Context: an optimization exercise on an open-source flow, tuned for small area, a short achievable clock period and few clock cycles. The choices shown serve that exercise and are no tape-out recipe. The RTL was checked by simulation tests, not by an equivalence proof against the original design. Power is estimated from default activity; no workload was simulated.

## CLE
module CLE ( clk, reset, rom_q, rom_a, sram_q, sram_a, sram_d, sram_wen, finish);
input         clk;
input         reset;
input  [7:0]  rom_q;
output [6:0]  rom_a;
input  [7:0]  sram_q;
output [9:0]  sram_a;
output [7:0]  sram_d;
output        sram_wen;
output        finish;
reg  [9:0] sram_a;
reg        sram_wen;
reg        finish;
reg        s_wait, s_rs0, s_rs1, s_rs2, s_rs3, s_cmp, s_put, s_slw;
reg        early;        
reg  [9:0] pos;          
reg  [7:0] P;            
reg        pz;
reg        nNW, nN, nW;  
reg        fNW, fN, fW;  
reg        Lz;           
reg        wf;           
reg  [3:0] mods;         
reg  [7:0] newv;         
reg        decq;         
function [1:0] cmp8;
    input [7:0] a, b;
    reg   [7:0] g, l;
    reg   [3:0] g2, l2;
    reg   [1:0] g4, l4;
    integer i;
    begin
        for (i = 0; i < 8; i = i + 1) begin
            g[i] = a[i] & ~b[i];
            l[i] = ~a[i] & b[i];
        end
        for (i = 0; i < 4; i = i + 1) begin
  ...
Size: about 80 flip-flops, roughly 45 I/O pins.
Settings: LEC_CHECK=0, ABC_AREA=1, CAP_MARGIN=30, CORE_MARGIN=2, CORE_UTILIZATION=50, CTS_BUF_LIST=sky130_fd_sc_hd__clkbuf_8, PLACE_DENSITY=0.6, SLEW_MARGIN=20; clock period 9.0 ns.
standard.sh (not shown) runs the stock make flow with config.mk's settings and CLKGATE_MAP_FILE= SYNTH_SCRIPT=/design/flow/synth_recipe.tcl, a recipe that flattens the netlist after the stock synthesis.
==> flow/flow/run.sh <==
#!/bin/bash
set -euo pipefail
bash standard.sh "BUFFER_PORTS_ARGS=-buffer_cell sky130_fd_sc_hd__buf_1" SETUP_SLACK_MARGIN=5.8 finish > flow_make.log 2>&1
The first run produced a clean layout.
Testbench counts at the start, summed over its fixed seeds: cycles 52,296.
Next try:
==> flow/flow/run.sh (replaced) <==
#!/bin/bash
set -euo pipefail
bash standard.sh "BUFFER_PORTS_ARGS=-buffer_cell sky130_fd_sc_hd__buf_1" SETUP_SLACK_MARGIN=5.7 finish > flow_make.log 2>&1
After rerunning: Global-route usage stays the same. Via count hardly moves. Area after synthesis is unchanged. Clock-buffer cell count is unchanged. Critical path depth rose by 1. Design area goes down by 1.1%. Utilization shrinks by 0.60 points. Combinational power stays flat. Routed wire length came out lower by 0.78%. Total power drops by 0.59%. Clock skew is about the same.
Next try:
==> flow/flow/run.sh (replaced) <==
#!/bin/bash
set -euo pipefail
bash standard.sh "BUFFER_PORTS_ARGS=-buffer_cell sky130_fd_sc_hd__buf_1" SETUP_SLACK_MARGIN=5.9 finish > flow_make.log 2>&1
=> Synthesized cell count does not change. Clock power is about the same. Worst hold slack hardly moves. Critical path depth decreases by 1. Wire length increases by 2.2%. Worst setup slack gains 0.17 ns. Sequential cell count stays the same. Sequential power barely changes.

---

CLE, a different RTL version from the one above (not shown whole).
Size in the first run: roughly 45 I/O pins, roughly 6100 um2 of cells after synthesis.
export LEC_CHECK = 0
export ABC_AREA = 1
export CAP_MARGIN = 30
export CORE_MARGIN = 2
export CORE_UTILIZATION = 50
export CTS_BUF_LIST = sky130_fd_sc_hd__clkbuf_8
export PLACE_DENSITY = 0.6
export SLEW_MARGIN = 20
create_clock -name core_clock -period 9.0 [get_ports {clk}]
==> flow/flow/run.sh <==
#!/bin/bash
set -euo pipefail
bash standard.sh "BUFFER_PORTS_ARGS=-buffer_cell sky130_fd_sc_hd__buf_1" SETUP_SLACK_MARGIN=6.1 finish > flow_make.log 2>&1
Testbench counts at the start, summed over its fixed seeds: cycles 52,360.
==> next run, changes <==
==> flow/flow/run.sh (replaced) <==
#!/bin/bash
set -euo pipefail
bash standard.sh "BUFFER_PORTS_ARGS=-buffer_cell sky130_fd_sc_hd__buf_1" finish > flow_make.log 2>&1
--- a/flow/config.mk
+++ b/flow/config.mk
@@ -6,9 +6,9 @@
 export NUM_CORES = 4
 export LEC_CHECK = 0
-export ABC_AREA = 1
 export CAP_MARGIN = 30
 export CORE_MARGIN = 2
-export CORE_UTILIZATION = 50
+export CORE_UTILIZATION = 70
 export CTS_BUF_LIST = sky130_fd_sc_hd__clkbuf_8
-export PLACE_DENSITY = 0.6
+export PLACE_DENSITY = 0.8
+export SETUP_SLACK_MARGIN = 5
 export SLEW_MARGIN = 20
Synthesized area shrinks by 5.0%.
Register-to-register slack gets worse by 0.76 ns.
Cell count went down by 31%.
==> next run, changes <==
==> flow/flow/run.sh (replaced) <==
#!/bin/bash
set -euo pipefail
bash standard.sh "BUFFER_PORTS_ARGS=-buffer_cell sky130_fd_sc_hd__buf_1" SETUP_SLACK_MARGIN=5.8 finish > flow_make.log 2>&1
--- a/flow/config.mk
+++ b/flow/config.mk
@@ -6,9 +6,9 @@
 export NUM_CORES = 4
 export LEC_CHECK = 0
+export ABC_AREA = 1
 export CAP_MARGIN = 30
 export CORE_MARGIN = 2
-export CORE_UTILIZATION = 70
+export CORE_UTILIZATION = 50
 export CTS_BUF_LIST = sky130_fd_sc_hd__clkbuf_8
-export PLACE_DENSITY = 0.8
-export SETUP_SLACK_MARGIN = 5
+export PLACE_DENSITY = 0.6
 export SLEW_MARGIN = 20
What happened: The changed run finished with timing, DRC and antenna clean; wire length grows by about a fifth; total power rose by well over a third; combinational power rises to 2.6 times its value.
==> next run, changes <==
==> flow/flow/run.sh (replaced) <==
#!/bin/bash
set -euo pipefail
bash standard.sh "BUFFER_PORTS_ARGS=-buffer_cell sky130_fd_sc_hd__buf_1" finish > flow_make.log 2>&1
--- a/flow/config.mk
+++ b/flow/config.mk
@@ -9,6 +9,7 @@
 export CAP_MARGIN = 30
 export CORE_MARGIN = 2
-export CORE_UTILIZATION = 50
+export CORE_UTILIZATION = 70
 export CTS_BUF_LIST = sky130_fd_sc_hd__clkbuf_8
-export PLACE_DENSITY = 0.6
+export PLACE_DENSITY = 0.8
+export SETUP_SLACK_MARGIN = 5
 export SLEW_MARGIN = 20
Setup slack degrades by 0.21 ns.
Synthesized cell count stays the same.
Hold slack improves by 0.029 ns.
==> next run, changes <==
--- a/flow/config.mk
+++ b/flow/config.mk
@@ -6,10 +6,11 @@
 export NUM_CORES = 4
 export LEC_CHECK = 0
-export ABC_AREA = 1
 export CAP_MARGIN = 30
 export CORE_MARGIN = 2
-export CORE_UTILIZATION = 70
+export CORE_UTILIZATION = 50
 export CTS_BUF_LIST = sky130_fd_sc_hd__clkbuf_8
-export PLACE_DENSITY = 0.8
+export CTS_CLUSTER_DIAMETER = 150
+export CTS_CLUSTER_SIZE = 40
+export PLACE_DENSITY = 0.6
 export SETUP_SLACK_MARGIN = 5
 export SLEW_MARGIN = 20
- maximum frequency decreases by 16%
- combinational power decreases by 62%
- wire length decreases by 13%
- global-route usage decreases by 12 points
- total power decreases by 42%
- via count decreases by 20%
==> next run, changes <==
==> flow/flow/run.sh (replaced) <==
#!/bin/bash
set -euo pipefail
bash standard.sh "BUFFER_PORTS_ARGS=-buffer_cell sky130_fd_sc_hd__buf_1" SETUP_SLACK_MARGIN=5.6 finish > flow_make.log 2>&1
--- a/flow/config.mk
+++ b/flow/config.mk
@@ -6,11 +6,9 @@
 export NUM_CORES = 4
 export LEC_CHECK = 0
+export ABC_AREA = 1
 export CAP_MARGIN = 30
 export CORE_MARGIN = 2
 export CORE_UTILIZATION = 50
 export CTS_BUF_LIST = sky130_fd_sc_hd__clkbuf_8
-export CTS_CLUSTER_DIAMETER = 150
-export CTS_CLUSTER_SIZE = 40
 export PLACE_DENSITY = 0.6
-export SETUP_SLACK_MARGIN = 5
 export SLEW_MARGIN = 20
Non-clock buffer count is unchanged.
Final cell count came out higher by 32%.
Fmax came out higher by about 20%.
Worst setup slack gains 0.67 ns.
Sequential share of layout area came out lower by 1.5 points.
Via count came out higher by about 20%.
Count of clock-buffer cells in the layout came out lower by 1.
Global-route usage came out higher by 4.0 points.

---

The RTL this note starts from:
==> flow/design.v <==
`timescale 1ns/10ps
module CLE ( clk, reset, rom_q, rom_a, sram_q, sram_a, sram_d, sram_wen, finish);
input         clk;
input         reset;
input  [7:0]  rom_q;
output [6:0]  rom_a;
input  [7:0]  sram_q;
output [9:0]  sram_a;
output [7:0]  sram_d;
output        sram_wen;
output        finish;
reg  [9:0] sram_a;
reg        sram_wen;
reg        finish;
reg        s_wait, s_rs0, s_rs1, s_rs2, s_rs3, s_cmp, s_put, s_slw;
reg        early;        
reg        fin_st;       
reg  [9:0] pos;          
reg  [7:0] P;            
reg        pz;
reg        nNW, nN, nW;  
reg        fNW, fN, fW;  
reg        Lz;           
reg        wf;           
reg  [3:0] mods;         
reg  [7:0] newv;         
reg        decq;         
function [1:0] cmp8;
    input [7:0] a, b;
    reg   [7:0] g, l;
    reg   [3:0] g2, l2;
    reg   [1:0] g4, l4;
    integer i;
    begin
        for (i = 0; i < 8; i = i + 1) begin
            g[i] = a[i] & ~b[i];
            l[i] = ~a[i] & b[i];
        end
        for (i = 0; i < 4; i = i + 1) begin
            g2[i] = g[2*i+1] | (~l[2*i+1] & g[2*i]);
            l2[i] = l[2*i+1] | (~g[2*i+1] & l[2*i]);
        end
        for (i = 0; i < 2; i = i + 1) begin
            g4[i] = g2[2*i+1] | (~l2[2*i+1] & g2[2*i]);
            l4[i] = l2[2*i+1] | (~g2[2*i+1] & l2[2*i]);
        end
        cmp8 = {g4[1] | (~l4[1] & g4[0]), l4[1] | (~g4[1] & l4[0])};
    end
endfunction
reg  [6:0] rom_a;        
reg        f127;         
reg        fdone;        
reg        rv;           
reg  [7:0] cw;
reg        gap;          
assign sram_d = P;
wire [7:0] q_rev = {rom_q[0], rom_q[1], rom_q[2], rom_q[3],
                    rom_q[4], rom_q[5], rom_q[6], rom_q[7]};
wire [7:0] qm = q_rev & {~f127, 6'b111111, ~(~f127 & (rom_a == 7'd0))};
wire [6:0] nbi  = f127 ? 7'd127 : rom_a;
wire       qnz  = qm != 8'd0;
wire       nbv  = rv & ~fdone & qnz;        
wire [7:0] nb   = qm;
wire       nbadj = ~gap;                    
wire [2:0] o      = pos[2:0];
wire       rem_nz = |cw;
wire       avail  = rem_nz | nbv;
wire [7:0] srcw   = rem_nz ? cw : nb;
reg  [2:0] off, offm1;
reg  [7:0] oneh;
always @(*) begin
    casez (srcw)
    8'b???????1: begin off = 3'd0; offm1 = 3'd7; oneh = 8'b00000001; end
    8'b??????10: begin off = 3'd1; offm1 = 3'd0; oneh = 8'b00000010; end
    8'b?????100: begin off = 3'd2; offm1 = 3'd1; oneh = 8'b00000100; end
    8'b????1000: begin off = 3'd3; offm1 = 3'd2; oneh = 8'b00001000; end
    8'b???10000: begin off = 3'd4; offm1 = 3'd3; oneh = 8'b00010000; end
    8'b??100000: begin off = 3'd5; offm1 = 3'd4; oneh = 8'b00100000; end
    8'b?1000000: begin off = 3'd6; offm1 = 3'd5; oneh = 8'b01000000; end
    default:     begin off = 3'd7; offm1 = 3'd6; oneh = 8'b10000000; end
    endcase
end
wire [6:0] wd      = rem_nz ? pos[9:3] : nbi;
wire [9:0] nextpix = {wd, off};
wire [4:0] pr      = pos[9:5];
wire [4:0] pc      = pos[4:0];
wire [4:0] prm1    = pr - 5'd1;
wire [4:0] nbrm1   = nbi[6:2] - 5'd1;
wire [4:0] nrm1    = rem_nz ? prm1 : nbrm1;
wire [1:0] nwm1    = wd[1:0] - 2'd1;
wire [9:0] nx1     = {nrm1, (srcw[0] ? {nwm1, 3'd7} : {wd[1:0], offm1})};
wire       done    = fdone & ~rem_nz & ~nbv;
wire [2:0] op1     = o + 3'd1;
wire       cont    = rem_nz ? cw[op1]
                            : (rv & ~fdone & nbadj & nb[0] & (o == 3'd7) & (pos[4:3] != 2'd3));
wire       last_slw = (mods & (mods - 4'd1)) == 4'd0;
wire       nomods   = (mods == 4'd0);
wire       take     = (s_wait & avail & ~fin_st) | s_rs0 | (s_put & nomods & (cont | early));
wire       take_nb  = take & ~rem_nz;
wire       advance  = (rv & ~fdone & ~qnz) | take_nb;
always @(posedge clk or posedge reset) begin
    if (reset) begin
        rom_a <= 7'd0;
        f127  <= 1'b0;
        fdone <= 1'b0;
        rv    <= 1'b0;
        cw    <= 8'd0;
    end else begin
        if (take) cw <= srcw & ~oneh;
        rv <= ~advance;
        if (advance) begin
            if (f127)                    fdone <= 1'b1;
            else if (rom_a == 7'd126) begin
                rom_a <= 7'd0;
                f127  <= 1'b1;
            end else                     rom_a <= rom_a + 7'd1;
        end
    end
end
always @(posedge clk) begin
    if (take_nb)     gap <= 1'b0;
    else if (advance) gap <= 1'b1;
end
wire [7:0] Wv = (wf & ~Lz) ? P : 8'd0;
wire [7:0] Pe = pz ? 8'd0 : P;
wire [7:0] NE = sram_q;
wire       nwin = early ? s_rs1 : s_rs2;
wire [7:0] ca = nwin ? Wv : Pe;
wire [1:0] cab = cmp8(ca, sram_q);
wire [7:0] pmax = cab[0] ? sram_q : ca;
wire [1:0] cNP = cmp8(NE, Pe), cNn = cmp8(NE, newv), cPn = cmp8(Pe, newv);
wire [7:0] m   = (cNP[1] & cNn[1]) ? NE : (cPn[0] ? newv : Pe);
wire       plt = cPn[0] | cNP[1];           
wire       nz0 = ~|newv;
wire       nNE = |NE;
wire [3:0] mods_n = {nNW & (fNW | plt), nN & (fN | plt),
                     nNE & (cNP[0] | cNn[0]), nW & (fW | plt)};
wire       s0  = ~cPn[1] & ~cNn[1];         
wire [4:0] prp1 = pr + 5'd1;
wire [4:0] pcm1 = pc - 5'd1;
wire [4:0] pcp1 = pc + 5'd1;
wire [4:0] pcp2 = pc + 5'd2;
reg  [7:0] hoh;            
always @(*) begin
    case (pcp1[2:0])
    3'd0: hoh = 8'b00000001;
    3'd1: hoh = 8'b00000011;
    3'd2: hoh = 8'b00000111;
    3'd3: hoh = 8'b00001111;
    3'd4: hoh = 8'b00011111;
    3'd5: hoh = 8'b00111111;
    3'd6: hoh = 8'b01111111;
    default: hoh = 8'b11111111;
    endcase
end
wire       hword  = (nbi == {prp1, pcp1[4:3]});
wire       hazard = ~rem_nz & hword & ((nb & hoh) == (hoh & ~{1'b0, hoh[7:1]}));
wire       go_early = ~cont & avail & ~hazard;
always @(posedge clk) begin
    if (s_cmp) begin
        P   <= m;
        pz  <= nz0 & ~nN & ~nNE;
        nNW <= nN;
        nN  <= nNE;
        nW  <= ~nz0;
        fNW <= 1'b0;
        fN  <= 1'b0;
        fW  <= 1'b0;
    end else if (nwin | s_rs3) begin
        P   <= pmax;
        pz  <= 1'b0;
        if (nwin) begin
            nNW <= |sram_q;
            nW  <= wf & ~Lz;
            fNW <= cab[1];
            fW  <= cab[0];
        end else begin
            nN  <= |sram_q;
            fN  <= cab[1];
            fNW <= fNW | cab[0];
            fW  <= fW | cab[0];
        end
    end
    if (take) pos <= nextpix;
    if (s_wait | s_rs0 | (s_cmp & go_early))  sram_a <= nx1;
    else if (s_cmp)                           sram_a <= {prm1, pcp2};
    else if (s_rs1)                           sram_a <= {prm1, pc};
    else if (s_rs2)                           sram_a <= {prm1, pcp1};
    else if (s_slw)
        sram_a <= mods[3] ? {prm1, pcm1} : mods[2] ? {prm1, pc} :
                  mods[1] ? {prm1, pcp1} : {pr, pcm1};
    else                                      sram_a <= pos;
    if (s_cmp) early <= go_early;
    else if (s_wait | s_rs0) early <= 1'b0;
    if (s_wait | s_rs0) wf <= cont;
    else if (s_put)     wf <= cont;
    if (s_cmp) mods <= mods_n;
    else if (s_slw) begin
        if (mods[3])      mods[3] <= 1'b0;
        else if (mods[2]) mods[2] <= 1'b0;
        else if (mods[1]) mods[1] <= 1'b0;
        else              mods[0] <= 1'b0;
    end
end
always @(posedge clk or posedge reset) begin
    if (reset) begin
        s_wait <= 1'b1;
        s_rs0  <= 1'b0;
        s_rs1  <= 1'b0;
        s_rs2  <= 1'b0;
        s_rs3  <= 1'b0;
        s_cmp  <= 1'b0;
        s_put  <= 1'b0;
        s_slw  <= 1'b0;
        fin_st   <= 1'b0;
        sram_wen <= 1'b1;
        finish   <= 1'b0;
        newv     <= 8'd250;
        Lz       <= 1'b1;
    end else begin
        sram_wen <= ~((s_put & ~Lz) | s_slw);
        if (s_wait & fin_st) finish <= 1'b1;
        if (s_wait & ~avail & done) fin_st <= 1'b1;
        if (s_cmp) begin
            Lz   <= nz0;
            decq <= nz0 | s0;
        end
        if (s_put & decq) newv <= newv - 8'd1;
        s_wait <= (s_wait & ~(avail & ~fin_st)) | (s_put & nomods & ~cont & ~early & ~avail) |
                  (s_slw & last_slw & ~avail);
        s_rs0  <= (s_put & nomods & ~cont & ~early & avail) | (s_slw & last_slw & avail);
        s_rs1  <= (s_wait & avail & ~fin_st) | s_rs0 | (s_put & nomods & ~cont & early);
        s_rs2  <= s_rs1;
        s_rs3  <= s_rs2;
        s_cmp  <= s_rs3 | (s_put & nomods & cont);
        s_put  <= s_cmp;
        s_slw  <= (s_put & ~nomods) | (s_slw & ~last_slw);
    end
end
endmodule
clock: 9.0 ns
lec_check: 0
abc_area: 1
abc_clock_period_in_ps: 2000
cap_margin: 30
core_margin: 2
core_utilization: 50
cts_buf_list: sky130_fd_sc_hd__clkbuf_8
place_density: 0.6
slew_margin: 20
==> flow/flow/run.sh <==
#!/bin/bash
set -euo pipefail
bash standard.sh "BUFFER_PORTS_ARGS=-buffer_cell sky130_fd_sc_hd__buf_1" SETUP_SLACK_MARGIN=5.8 finish > flow_make.log 2>&1
Testbench counts at the start, summed over its fixed seeds: cycles 52,360.
Change:
ABC_CLOCK_PERIOD_IN_PS = not set   (was 2000)
GPL_ROUTABILITY_DRIVEN = 0   (was not set)
After rerunning:
- via count went down slightly
- hold slack improved by 0.015 ns
- design area barely changes
- total power is about the same
- area after synthesis stays the same
- setup slack stays flat
- wire length fell by a few percent
- combinational power hardly moves
- die area is unchanged
- non-clock buffer count goes up by 1
- clock skew grows by 0.0035 ns
Change:
==> flow/flow/run.sh (replaced) <==
#!/bin/bash
set -euo pipefail
bash standard.sh "BUFFER_PORTS_ARGS=-buffer_cell sky130_fd_sc_hd__buf_1" finish > flow_make.log 2>&1
GPL_ROUTABILITY_DRIVEN = not set   (was 0)
SETUP_SLACK_MARGIN = 5   (was not set)
Register-to-register slack degrades by 0.29 ns.
Wire length is higher by a few percent.
Combinational power is about the same.
Clock power is lower by about a fifth.
Setup slack degrades by 0.24 ns.
Change:
==> flow/flow/run.sh (replaced) <==
#!/bin/bash
set -euo pipefail
bash standard.sh "BUFFER_PORTS_ARGS=-buffer_cell sky130_fd_sc_hd__buf_1" SETUP_SLACK_MARGIN=5.8 finish > flow_make.log 2>&1
ABC_CLOCK_PERIOD_IN_PS = 3000   (was not set)
SETUP_SLACK_MARGIN = not set   (was 5)
The new run produced a clean layout.
Setup slack improves by 0.23 ns.
Final area climbs by 2.1%.
Cell count is about the same.
Power climbs by 3.2%.
Routed wire length climbs by 0.79%.
Fmax climbs by 7.6%.

## what the ideal ports hide
In the flow no input, the clock included, has a driving cell. The finished layouts below were timed again as built, in two steps.
Step 1 sets driving cells, clkbuf_16 on the clock port and buf_2 on the other inputs (assumed; they add their load-dependent delay and slew).
Step 2 times the ports against the registers' clock, not the clock port: input delays grow and output delays shrink by t, the midpoint of the rising clock arrivals with the driver on.
a / b / c = no drivers / after step 1 / after step 2; a / b = the first two.
run	t, ns	setup WS [ns]	hold WS [ns]	slew at the worst register clock pin (ns)	pins driven straight from the clock port
the first run of note 1	0.407	5.899 / 5.915 / 5.508	0.428 / 0.428 / 0.428	0.09 / 0.09	1
the second run of note 1	0.401	5.828 / 5.840 / 5.439	0.428 / 0.428 / 0.428	0.09 / 0.09	1
the third run of note 1	0.406	5.997 / 6.012 / 5.606	0.425 / 0.425 / 0.425	0.09 / 0.09	1
the first run of note 2	0.401	5.992 / 6.006 / 5.605	0.474 / 0.474 / 0.474	0.09 / 0.09	1
the second run of note 2	0.393	5.080 / 5.092 / 4.699	0.520 / 0.520 / 0.520	0.09 / 0.09	1
the third run of note 2	0.415	5.915 / 5.932 / 5.517	0.469 / 0.469 / 0.469	0.09 / 0.09	1
the fourth run of note 2	0.399	5.706 / 5.720 / 5.321	0.497 / 0.497 / 0.497	0.10 / 0.10	1
the fifth run of note 2	0.397	5.071 / 5.085 / 4.689	0.493 / 0.493 / 0.493	0.09 / 0.09	1
the sixth run of note 2	0.403	5.741 / 5.751 / 5.348	0.477 / 0.477 / 0.477	0.09 / 0.09	1
the first run of note 3	0.415	5.915 / 5.932 / 5.517	0.469 / 0.469 / 0.469	0.09 / 0.09	1
the second run of note 3	0.417	5.918 / 5.934 / 5.516	0.483 / 0.483 / 0.483	0.10 / 0.10	1
the third run of note 3	0.404	5.682 / 5.693 / 5.289	0.477 / 0.477 / 0.477	0.10 / 0.10	1
the fourth run of note 3	0.415	5.915 / 5.932 / 5.517	0.469 / 0.469 / 0.469	0.09 / 0.09	1
After both steps setup and hold are still met in every run listed. For the second run of note 3, which loses most, drivers alone change the setup slack by +0.016 ns; drivers and shift together by -0.402 ns.
